From an optimization exercise on the open Yosys and OpenROAD flow, aimed at small area and a short achievable clock period; shortcuts taken in it are not production practice.
RTL that was checked went through simulation tests only; none was proved equivalent to the original.
Power is estimated from default activity; no workload was simulated.

Design ArithmeticLogicUnitSystem, start of the top module:
module ArithmeticLogicUnitSystem(
    RF_OutASel, RF_OutBSel, RF_FunSel, RF_RegSel, RF_ScrSel,
    ALU_FunSel, ALU_WF,
    ARF_OutCSel, ARF_OutDSel, ARF_FunSel, ARF_RegSel,
    IR_LH, IR_Write,
    MemOut,
    MuxASel, MuxBSel, MuxCSel, Clock,
    OutA, OutB, ALUOut, Flags_out, OutC, Address, IROut, MuxCOut);
    input wire [2:0] RF_OutASel, RF_OutBSel, RF_FunSel;
    input wire [3:0] RF_RegSel, RF_ScrSel;
    output wire [15:0] OutA, OutB;
    input wire [4:0] ALU_FunSel;
    input wire ALU_WF;
    output wire [15:0] ALUOut;
    output wire [3:0] Flags_out;
    input wire [1:0] ARF_OutCSel, ARF_OutDSel;
    input wire [2:0] ARF_FunSel, ARF_RegSel;
    output wire [15:0] OutC;
    input wire IR_LH;
    input wire IR_Write;
    output wire [15:0] IROut;
    output wire [15:0] Address;
    input wire [7:0] MemOut;
    input wire [1:0] MuxASel;
    input wire [1:0] MuxBSel;
    input wire MuxCSel;
    output wire [7:0] MuxCOut;
    input wire Clock;
    ArithmeticLogicUnit ALU(.A(OutA), .B(OutB), .FunSel(ALU_FunSel), .WF(ALU_WF), .Clock(Clock),
                            .MuxCSel(MuxCSel), .ALUOut(ALUOut), .FlagsOut(Flags_out), .MuxCOut(MuxCOut));
    InstructionRegister IR(.I(MemOut), .Write(IR_Write), .LH(IR_LH), .Clock(Clock), .IROut(IROut));
    wire [15:0] LA;
    wire a_lo, a_hi, a_inc, a_dec;
    RegLoadCtl ctlA(.ALUOut(ALUOut), .OutC(OutC), .MemOut(MemOut), .IROut(IROut), .MuxSel(MuxASel),
                    .FunSel(RF_FunSel), .L(LA), .ld_lo(a_lo), .ld_hi(a_hi), .inc(a_inc), .dec(a_dec));
    RegisterFile RF(.L(LA), .ld_lo(a_lo), .ld_hi(a_hi), .inc(a_inc), .dec(a_dec),
                    .OutASel(RF_OutASel), .OutBSel(RF_OutBSel), .RegSel(RF_RegSel), .ScrSel(RF_ScrSel),
                    .Clock(Clock), .OutA(OutA), .OutB(OutB));
    wire [15:0] LB;
    wire b_lo, b_hi, b_inc, b_dec;
    RegLoadCtl ctlB(.ALUOut(ALUOut), .OutC(OutC), .MemOut(MemOut), .IROut(IROut), .MuxSel(MuxBSel),
                    .FunSel(ARF_FunSel), .L(LB), .ld_lo(b_lo), .ld_hi(b_hi), .inc(b_inc), .dec(b_dec));
    AddressRegisterFile ARF(.L(LB), .ld_lo(b_lo), .ld_hi(b_hi), .inc(b_inc), .dec(b_dec),
                            .OutCSel(ARF_OutCSel), .OutDSel(ARF_OutDSel), .RegSel(ARF_RegSel),
  ...
For scale: roughly 160 I/O pins, ~16,000 µm² of cells after synthesis.
Settings: LEC_CHECK=0, CAP_MARGIN=20, CORE_MARGIN=2, CORE_UTILIZATION=40, CTS_BUF_LIST=sky130_fd_sc_hd__clkbuf_4 sky130_fd_sc_hd__clkbuf_8, SETUP_SLACK_MARGIN=3.0, SLEW_MARGIN=20, SYNTH_HIERARCHICAL=1, TNS_END_PERCENT=20; clock period 9.0 ns.
standard.sh (not shown) runs the stock make flow with config.mk's settings and CLKGATE_MAP_FILE= SYNTH_SCRIPT=/design/flow/synth_recipe.tcl, a recipe that flattens the netlist after the stock synthesis.
==> flow/flow/run.sh <==
#!/bin/bash
# Standard ORFS layout with buf_2 port buffers. Each stage's full tool
# output is in orfs/logs; the make output is kept in flow_make.log.
set -euo pipefail
bash standard.sh "BUFFER_PORTS_ARGS=-buffer_cell sky130_fd_sc_hd__buf_2" finish > flow_make.log 2>&1
The baseline finished with timing, DRC and antenna clean.
Rerun with:
CTS_BUF_LIST = sky130_fd_sc_hd__clkbuf_4 sky130_fd_sc_hd__clkbuf_8 sky130_fd_sc_hd__clkbuf_16   (was sky130_fd_sc_hd__clkbuf_4 sky130_fd_sc_hd__clkbuf_8)
=>
- The changed run finished with timing, DRC and antenna clean
- flip-flop and latch count does not change
- synthesized cell count is unchanged
- count of clock-buffer cells in the layout stays the same
- routed wire length goes up by about 0.6%
- cell count hardly moves
Rerun with:
CTS_BUF_LIST = sky130_fd_sc_hd__clkbuf_4 sky130_fd_sc_hd__clkbuf_8   (was sky130_fd_sc_hd__clkbuf_4 sky130_fd_sc_hd__clkbuf_8 sky130_fd_sc_hd__clkbuf_16)
SETUP_SLACK_MARGIN = 2.8   (was 3.0)
TNS_END_PERCENT = not set   (was 20)
Result: The changed run completed without violations; utilization went up by 0.45 points; global-route usage stays flat; critical path depth stays the same; die area is unchanged; via count stays flat; synthesized area does not change; worst setup slack stays flat.

---

Starting RTL as in the previous note.
==> flow/config.mk <==
export PLATFORM = sky130hd
export DESIGN_NAME = ArithmeticLogicUnitSystem
export DESIGN_NICKNAME = ArithmeticLogicUnitSystem
export VERILOG_FILES = /design/flow/design.v
export SDC_FILE = /design/flow/constraint.sdc
export NUM_CORES = 4
export LEC_CHECK = 0
export CAP_MARGIN = 20
export CORE_MARGIN = 2
export CORE_UTILIZATION = 40
export CTS_BUF_LIST = sky130_fd_sc_hd__clkbuf_4 sky130_fd_sc_hd__clkbuf_8 sky130_fd_sc_hd__clkbuf_16
export SETUP_SLACK_MARGIN = 3.2
export SLEW_MARGIN = 20
export SYNTH_HIERARCHICAL = 1
export TNS_END_PERCENT = 5
==> flow/constraint.sdc <==
create_clock -name core_clock -period 9.0 [get_ports {Clock}]
set_input_delay 1.8000 -clock core_clock [delete_from_list [all_inputs] [get_ports {Clock}]]
set_output_delay 1.8000 -clock core_clock [all_outputs]
set_load 0.01 [all_outputs]
Scripts as last shown in full above: flow/flow/run.sh
The starting point produced a clean layout.
Rerun with:
--- a/flow/config.mk
+++ b/flow/config.mk
@@ -9,7 +9,6 @@
 export CORE_MARGIN = 2
 export CORE_UTILIZATION = 40
-export CTS_BUF_LIST = sky130_fd_sc_hd__clkbuf_4 sky130_fd_sc_hd__clkbuf_8 sky130_fd_sc_hd__clkbuf_16
-export SETUP_SLACK_MARGIN = 3.2
+export CTS_BUF_LIST = sky130_fd_sc_hd__clkbuf_4 sky130_fd_sc_hd__clkbuf_8
+export SETUP_SLACK_MARGIN = 3.0
 export SLEW_MARGIN = 20
 export SYNTH_HIERARCHICAL = 1
-export TNS_END_PERCENT = 5
Result: Critical path depth stays the same. Final cell count rose by 1.6%. Final area went up by 2.4%. Via count grows by 1.6%. Total power went up by 0.48%. Setup slack improves by 0.082 ns. Worst hold slack improves by 0.011 ns. Non-clock buffer count rose by 36.
Rerun with:
--- a/flow/config.mk
+++ b/flow/config.mk
@@ -13,2 +13,3 @@
 export SLEW_MARGIN = 20
 export SYNTH_HIERARCHICAL = 1
+export TNS_END_PERCENT = 0
Effect: Routed wire length drops by 1.5%. Synthesized cell count is unchanged. Utilization drops by 1.2 points. Cell area goes down by 2.5%. Power came out lower by 3.9%. Sequential share of layout area increases by 0.54 points. Global-route usage fell by 0.40 points. First-iteration DRC count is unchanged. Via count decreases by 1.5%. Critical path depth is unchanged.
Rerun with:
--- a/flow/config.mk
+++ b/flow/config.mk
@@ -10,6 +10,5 @@
 export CORE_UTILIZATION = 40
 export CTS_BUF_LIST = sky130_fd_sc_hd__clkbuf_4 sky130_fd_sc_hd__clkbuf_8
-export SETUP_SLACK_MARGIN = 3.0
+export SETUP_SLACK_MARGIN = 3.6
 export SLEW_MARGIN = 20
 export SYNTH_HIERARCHICAL = 1
-export TNS_END_PERCENT = 0
After rerunning: The changed run completed with no timing, DRC or antenna violations. Total power rose by 7.2%. Design area is higher by 7.3%. Critical path depth increases by 3. Final cell count rises by 3.4%. Synthesized cell count does not change.
Rerun with:
--- a/flow/config.mk
+++ b/flow/config.mk
@@ -9,6 +9,7 @@
 export CORE_MARGIN = 2
 export CORE_UTILIZATION = 40
-export CTS_BUF_LIST = sky130_fd_sc_hd__clkbuf_4 sky130_fd_sc_hd__clkbuf_8
-export SETUP_SLACK_MARGIN = 3.6
+export CTS_BUF_LIST = sky130_fd_sc_hd__clkbuf_8 sky130_fd_sc_hd__clkbuf_16
+export SETUP_SLACK_MARGIN = 3.4
 export SLEW_MARGIN = 20
 export SYNTH_HIERARCHICAL = 1
+export TNS_END_PERCENT = 0
- The new run finished with timing, DRC and antenna clean
- area after synthesis is unchanged
- count of clock-buffer cells in the layout is unchanged
- wire length fell by 4.2%
- fmax barely changes
- non-clock buffer count fell by 68
- setup slack degrades by 0.010 ns
- critical path depth fell by 5
Rerun with:
--- a/flow/config.mk
+++ b/flow/config.mk
@@ -9,7 +9,7 @@
 export CORE_MARGIN = 2
 export CORE_UTILIZATION = 40
-export CTS_BUF_LIST = sky130_fd_sc_hd__clkbuf_8 sky130_fd_sc_hd__clkbuf_16
-export SETUP_SLACK_MARGIN = 3.4
+export CTS_BUF_LIST = sky130_fd_sc_hd__clkbuf_4 sky130_fd_sc_hd__clkbuf_8
+export CTS_CLUSTER_DIAMETER = 25
+export SETUP_SLACK_MARGIN = 3.0
 export SLEW_MARGIN = 20
 export SYNTH_HIERARCHICAL = 1
-export TNS_END_PERCENT = 0
Result:
- non-clock buffer count climbs by 21
- die area is unchanged
- fmax decreases by about 0.54%
- worst hold slack barely changes
- cell area stays flat

---

Another version of the RTL of ArithmeticLogicUnitSystem (not shown whole).
For scale: roughly 160 I/O pins, roughly 0.017 sq mm of cells after synthesis.
## ArithmeticLogicUnitSystem
module ArithmeticLogicUnitSystem(
    RF_OutASel, RF_OutBSel, RF_FunSel, RF_RegSel, RF_ScrSel,
    ALU_FunSel, ALU_WF,
    ARF_OutCSel, ARF_OutDSel, ARF_FunSel, ARF_RegSel,
    IR_LH, IR_Write,
    MemOut,
    MuxASel, MuxBSel, MuxCSel, Clock,
    OutA, OutB, ALUOut, Flags_out, OutC, Address, IROut, MuxCOut);
clock: 9.0 ns
lec_check: 0
cap_margin: 20
core_margin: 2
core_utilization: 40
setup_slack_margin: 3.0
slew_margin: 20
synth_hierarchical: 1
run.sh (not shown) runs the stock make flow with config.mk's settings and CLKGATE_MAP_FILE= SYNTH_SCRIPT=/design/flow/synth_recipe.tcl, a recipe that flattens the netlist after the stock synthesis.
Stock flow here: none of the scripts above is used.
Change:
--- a/flow/config.mk
+++ b/flow/config.mk
@@ -9,5 +9,5 @@
 export CORE_MARGIN = 2
 export CORE_UTILIZATION = 40
-export SETUP_SLACK_MARGIN = 3.0
+export SETUP_SLACK_MARGIN = 2.2
 export SLEW_MARGIN = 20
 export SYNTH_HIERARCHICAL = 1
=> Non-clock buffer count came out lower by 96. Global-route usage came out lower by 0.69 points. Clock power came out higher by a few percent. Setup slack gets worse by 0.49 ns. Die area does not change. Wire length came out lower by a few percent. Total power came out lower by roughly a tenth. Final area came out lower by a little under a tenth. Via count came out lower by a few percent.
Change:
==> flow/flow/run.sh (new file) <==
#!/bin/bash
# Standard ORFS layout with buf_2 port buffers. Each stage's full tool
# output is in orfs/logs; the make output is kept in flow_make.log.
set -euo pipefail
bash standard.sh "BUFFER_PORTS_ARGS=-buffer_cell sky130_fd_sc_hd__buf_2" finish > flow_make.log 2>&1
==> flow/standard.sh (new file) <==
#!/bin/bash
# synth_recipe.tcl (not shown) runs the flow's synth.tcl, then flattens the netlist and writes it again
# the make line also repeats each setting of config.mk as NAME=value (left out here)
make -C /OpenROAD-flow-scripts/flow DESIGN_CONFIG=/design/flow/config.mk WORK_HOME=/design/flow/orfs CLKGATE_MAP_FILE= SYNTH_SCRIPT=/design/flow/synth_recipe.tcl "${@:-finish}"
--- a/flow/config.mk
+++ b/flow/config.mk
@@ -9,5 +9,5 @@
 export CORE_MARGIN = 2
 export CORE_UTILIZATION = 40
-export SETUP_SLACK_MARGIN = 2.2
+export SETUP_SLACK_MARGIN = 3.0
 export SLEW_MARGIN = 20
 export SYNTH_HIERARCHICAL = 1
removed: flow/run.sh
Effect: The changed run passed the timing, DRC and antenna checks. Worst setup slack is better by 0.47 ns. Utilization goes up by 1.4 points. Via count goes up by 3.1%.
Function was not checked in any run of this note: the RTL went through the layout flow alone.

---

ArithmeticLogicUnitSystem, a different RTL version from the one above (not shown whole).
Size: roughly 1,600 cells after synthesis, roughly 17,000 um2 of cells after synthesis.
==> flow/config.mk <==
export PLATFORM = sky130hd
export DESIGN_NAME = ArithmeticLogicUnitSystem
export DESIGN_NICKNAME = ArithmeticLogicUnitSystem
export VERILOG_FILES = /design/flow/design.v
export SDC_FILE = /design/flow/constraint.sdc
export NUM_CORES = 4
export LEC_CHECK = 0
export CAP_MARGIN = 20
export CORE_MARGIN = 2
export CORE_UTILIZATION = 40
export CTS_BUF_LIST = sky130_fd_sc_hd__clkbuf_4 sky130_fd_sc_hd__clkbuf_8 sky130_fd_sc_hd__clkbuf_16
export SETUP_SLACK_MARGIN = 3.0
export SLEW_MARGIN = 20
export SYNTH_HIERARCHICAL = 1
export TNS_END_PERCENT = 0
==> flow/constraint.sdc <==
create_clock -name core_clock -period 9.0 [get_ports {Clock}]
set_input_delay 1.8000 -clock core_clock [delete_from_list [all_inputs] [get_ports {Clock}]]
set_output_delay 1.8000 -clock core_clock [all_outputs]
set_load 0.01 [all_outputs]
standard.sh (not shown) runs the stock make flow with config.mk's settings and CLKGATE_MAP_FILE= SYNTH_SCRIPT=/design/flow/synth_recipe.tcl, a recipe that flattens the netlist after the stock synthesis.
==> flow/flow/run.sh <==
#!/bin/bash
# Standard ORFS layout with buf_2 port buffers. Each stage's full tool
# output is in orfs/logs; the make output is kept in flow_make.log.
set -euo pipefail
bash standard.sh "BUFFER_PORTS_ARGS=-buffer_cell sky130_fd_sc_hd__buf_2" finish > flow_make.log 2>&1
Change:
--- a/flow/config.mk
+++ b/flow/config.mk
@@ -15 +15 @@
-export TNS_END_PERCENT = 0
+export TNS_END_PERCENT = 20
Effect: Clock skew hardly moves; first-iteration DRC count drops by 5.2%; setup slack improved by 26 ps; via count is about the same; utilization goes up by 0.23 points; synthesized cell count is unchanged.
Change:
--- a/flow/config.mk
+++ b/flow/config.mk
@@ -11,0 +12,2 @@
+export GPL_ROUTABILITY_DRIVEN = 0
+export PLACE_DENSITY = 0.7
Outcome: The new run finished with timing, DRC and antenna clean; count of clock-buffer cells in the layout decreases by 1; flip-flop and latch count is unchanged; worst setup slack gets worse by 100 ps.

---

trial 32:
ArithmeticLogicUnitSystem, a different RTL version from the one above (not shown whole).
For scale: ~2,400 cells after synthesis, about 200 flip-flops, ~160 I/O pins.
// ArithmeticLogicUnitSystem
module ArithmeticLogicUnitSystem(
    RF_OutASel, RF_OutBSel, RF_FunSel, RF_RegSel, RF_ScrSel,
    ALU_FunSel, ALU_WF,
    ARF_OutCSel, ARF_OutDSel, ARF_FunSel, ARF_RegSel,
    IR_LH, IR_Write,
    MemOut,
    MuxASel, MuxBSel, MuxCSel, Clock,
    OutA, OutB, ALUOut, Flags_out, OutC, Address, IROut, MuxCOut);
clock: 9.0 ns
lec_check: 0
abc_area: 1
cap_margin: 20
core_margin: 2
core_utilization: 40
setup_slack_margin: 3.0
slew_margin: 20
run.sh (not shown) runs the stock make flow with config.mk's settings and CLKGATE_MAP_FILE= SYNTH_SCRIPT=/design/flow/synth_recipe.tcl, a recipe that flattens the netlist after the stock synthesis.
Stock flow here: none of the scripts above is used.
The final layout from trial 32, which completed every stage, passed the timing, DRC and antenna checks at the end of the flow.
### trial 32 -> build 77
==> flow/flow/run.sh (new file) <==
#!/bin/bash
# Standard ORFS layout with small port buffers and power (area) recovery
# after global routing. Each stage's full tool output is in orfs/logs; the
# make output is kept in flow_make.log.
set -euo pipefail
bash standard.sh "BUFFER_PORTS_ARGS=-buffer_cell sky130_fd_sc_hd__buf_2" RECOVER_POWER=100 finish > flow_make.log 2>&1
==> flow/standard.sh (new file) <==
#!/bin/bash
# synth_recipe.tcl (not shown) runs the flow's synth.tcl, then flattens the netlist and writes it again
# the make line also repeats each setting of config.mk as NAME=value (left out here)
make -C /OpenROAD-flow-scripts/flow DESIGN_CONFIG=/design/flow/config.mk WORK_HOME=/design/flow/orfs CLKGATE_MAP_FILE= SYNTH_SCRIPT=/design/flow/synth_recipe.tcl "${@:-finish}"
removed: flow/run.sh
--- outcome ---
Build 77 finished every stage and its layout cleared the timing, DRC and antenna checks. Higher final HPWL from detailed placement among build 77 and trial 32: trial 32. Build 77 vs. trial 32: combined flip-flop and latch cell area ~0 delta, global-route met3 utilization +0.45 points, total wire length -about 4%, global routing usage summed across all routing layers -1.3 points, via count -286. Trial 32 → build 77: summed area of non-filler cells in the final layout moved down; total power shows a reduction of about 5%. Run comparison: trial 32 topmost layer with routed signal wires met4; build 77 topmost layer with routed signal wires met5. Build 77 against trial 32: leakage component of the power lost 4.7%; routing usage on met1 lost 4.3 points; setup slack lost 1.11 ns.
Function was not checked in any run of this note: the RTL went through the layout flow alone.

## separate check: timing with driven ports
The flow's constraints put no driver on any port. The routed layouts listed below were extracted and timed again, unchanged, in two steps. Step 1 assumes that a clkbuf_16 drives the clock port and a buf_2 every other input. Step 2 times the ports against the registers' clock, not the clock port: input delays grow and output delays shrink by t, the midpoint of the rising clock arrivals with the driver on. Three values: ideal, step 1, step 2; two values: the first two.
run | t (ns) | slack for setup (ns) | cell pins on the clock port's net
the first run of note 1 | 0.584 | 2.727 / 2.664 / 2.605 | 1
the second run of note 1 | 0.527 | 2.683 / 2.614 / 2.585 | 1
the third run of note 1 | 0.584 | 2.686 / 2.556 / 2.556 | 1
the first run of note 2 | 0.530 | 2.682 / 2.615 / 2.602 | 1
the second run of note 2 | 0.581 | 2.764 / 2.619 / 2.590 | 1
the third run of note 2 | 0.591 | 2.708 / 2.594 / 2.594 | 1
the fourth run of note 2 | 0.583 | 2.808 / 2.741 / 2.741 | 1
the fifth run of note 2 | 0.559 | 2.798 / 2.686 / 2.606 | 1
the sixth run of note 2 | 0.581 | 2.764 / 2.619 / 2.590 | 1
the first run of note 3 | 0.529 | 2.636 / 2.570 / 2.338 | 1
the second run of note 3 | 0.518 | 2.144 / 2.106 / 2.012 | 1
the third run of note 3 | 0.538 | 2.615 / 2.460 / 2.460 | 1
the first run of note 4 | 0.554 | 2.774 / 2.646 / 2.646 | 1
the second run of note 4 | 0.553 | 2.800 / 2.664 / 2.664 | 1
the third run of note 4 | 0.526 | 2.697 / 2.538 / 2.476 | 1
trial 32 | 0.566 | 2.544 / 2.481 / 2.481 | 1
build 77 | 0.575 | 1.436 / 1.380 / 1.380 | 1
After both steps setup and hold are still met in every run listed. For the first run of note 3, which loses most, drivers alone change the setup slack by -0.066 ns; drivers and shift together by -0.298 ns.
